What follows belongs to an exercise in optimizing a design on an open flow for small area; a production flow would make more cautious choices.
At most, simulation tests tie the RTL to the original design; equivalence was not proved.
Power and IR drop assume default switching activity.

== north ==
## gaussian_noise
module gaussian_noise (Y, select, clk, Y_hat, noise_debug, reset, state);
Size in the first run: ~1400 cells after synthesis, roughly 400 flip-flops.
clock: 15.0 ns
lec_check: 0
cap_margin: 20
core_margin: 2
core_utilization: 40
cts_buf_list: sky130_fd_sc_hd__clkbuf_16
cts_cluster_diameter: 100
cts_cluster_size: 24
slew_margin: 20
run.sh (not shown) runs the stock make flow with config.mk's settings and CLKGATE_MAP_FILE= SYNTH_SCRIPT=/design/flow/synth_recipe.tcl, a recipe that flattens the netlist after the stock synthesis.
--- input diff north..south ---
==> flow/flow/run.sh (new file) <==
#!/bin/bash
# Standard ORFS layout, with the port buffers inserted as the smallest buffer cell.
# Each tool's full log is kept by ORFS under orfs/logs/; make's own output goes to flow_make.log.
set -euo pipefail
bash standard.sh BUFFER_PORTS_ARGS="-buffer_cell sky130_fd_sc_hd__buf_1" finish > flow_make.log 2>&1
==> flow/standard.sh (new file) <==
#!/bin/bash
# synth_recipe.tcl (not shown) runs the flow's synth.tcl, then flattens the netlist and writes it again
# the make line also repeats each setting of config.mk as NAME=value (left out here)
make -C /OpenROAD-flow-scripts/flow DESIGN_CONFIG=/design/flow/config.mk WORK_HOME=/design/flow/orfs CLKGATE_MAP_FILE= SYNTH_SCRIPT=/design/flow/synth_recipe.tcl "${@:-finish}"
removed: flow/run.sh
--- outcome ---
No stage failed in south, and the final checks on the layout all came back clean.
Power share of the combinational group down 1.2 points in south wrt north
Compare north and south | estimated wirelength of the detail-placed design lower: south
Route | south vs north | wire shorter in south
Relative to north, the number of detailed-routing iterations run before antenna repair of south is higher by 2.
Summary — setup slack at placement, south relative to north: higher, by 0.15 ns.
Changes observed in south relative to north: final cell count about even, setup slack rose 0.12 ns.
Comparing north and south, the lower cell area after layout was measured on south.
Compared with north, leakage dissipation in south decreased by a few percent.

* * *

gaussian_noise, a different RTL version from the one above (not shown whole).
Size: roughly 1400 cells after synthesis, about 350 flip-flops, roughly 100 I/O pins, roughly 17000 µm² of cells after synthesis.
export LEC_CHECK = 0
export CAP_MARGIN = 20
export CORE_MARGIN = 2
export CORE_UTILIZATION = 40
export CTS_BUF_LIST = sky130_fd_sc_hd__clkbuf_16
export CTS_CLUSTER_DIAMETER = 100
export CTS_CLUSTER_SIZE = 26
export SLEW_MARGIN = 20
create_clock -name core_clock -period 15.0 [get_ports {clk}]
standard.sh (not shown) runs the stock make flow with config.mk's settings and CLKGATE_MAP_FILE= SYNTH_SCRIPT=/design/flow/synth_recipe.tcl, a recipe that flattens the netlist after the stock synthesis.
==> flow/flow/run.sh <==
#!/bin/bash
# Standard ORFS layout, with the port buffers inserted as the smallest buffer cell.
# Each tool's full log is kept by ORFS under orfs/logs/; make's own output goes to flow_make.log.
set -euo pipefail
bash standard.sh BUFFER_PORTS_ARGS="-buffer_cell sky130_fd_sc_hd__buf_1" finish > flow_make.log 2>&1
The starting point completed without violations.
Then changed:
Settings changed: CTS_BUF_LIST sky130_fd_sc_hd__clkbuf_16 to sky130_fd_sc_hd__clkbuf_8, CTS_CLUSTER_DIAMETER 100 to 60, CTS_CLUSTER_SIZE 26 to 16.
Effect: The new run went through all stages and came out clean; routed wire length grows by 0.71%; final area is about the same; combinational power stays flat.
Then changed:
Settings changed: CTS_BUF_LIST sky130_fd_sc_hd__clkbuf_8 to sky130_fd_sc_hd__clkbuf_16, CTS_CLUSTER_DIAMETER 60 to 80, CTS_CLUSTER_SIZE 16 to 28.
=> The new run finished clean; total power came out higher slightly; clock power came out higher by a few percent; routed wire length came out lower slightly; setup slack got worse by 0.043 ns; sequential power stays flat; fmax came out lower slightly; critical path depth does not change; clock skew hardly moves; non-clock buffer count does not change; register-to-register slack is about the same; design area is about the same.
Then changed:
Settings changed: CTS_CLUSTER_DIAMETER 80 to 100, CTS_CLUSTER_SIZE 28 to 30.
Routed wire length is about the same.
Area after synthesis is unchanged.
Setup slack is better by 0.038 ns.
Final area came out lower slightly.
Clock skew goes up by 0.0040 ns.
Core utilization drops by 0.23 points.
Non-clock buffer count does not change.
Global-route usage falls by 0.10 points.
No run of this note included a check of the RTL's function; only the layout flow was run.

## afterwards: timing with drivers on the ports
Ports are ideal in the flow. The routed layouts listed here were re-timed in OpenROAD.
Step 1, drivers: a clkbuf_16 drives clk and a buf_2 each remaining input, both assumed.
Step 2 moves the port delays by t, midway between the first and last clock arrival at a register: inputs arrive t later, outputs are due t later. That takes back most of the time a late clock gives input paths.
Slacks: ideal / step 1 / step 2; pairs: ideal / step 1.
run	shift t [ns]	setup slack, ns	cell pins on the clock port's net
north	0.582	0.652 / 0.626 / 0.626	1
south	0.587	0.770 / 0.751 / 0.751	1
the first run of note 2	0.550	0.788 / 0.766 / 0.766	1
the second run of note 2	0.637	0.795 / 0.773 / 0.773	1
the third run of note 2	0.554	0.752 / 0.730 / 0.730	1
the fourth run of note 2	0.549	0.791 / 0.769 / 0.769	1
After both steps setup and hold are still met in every run listed. For north, which loses most, drivers alone change the setup slack by -0.026 ns; drivers and shift together by -0.026 ns.
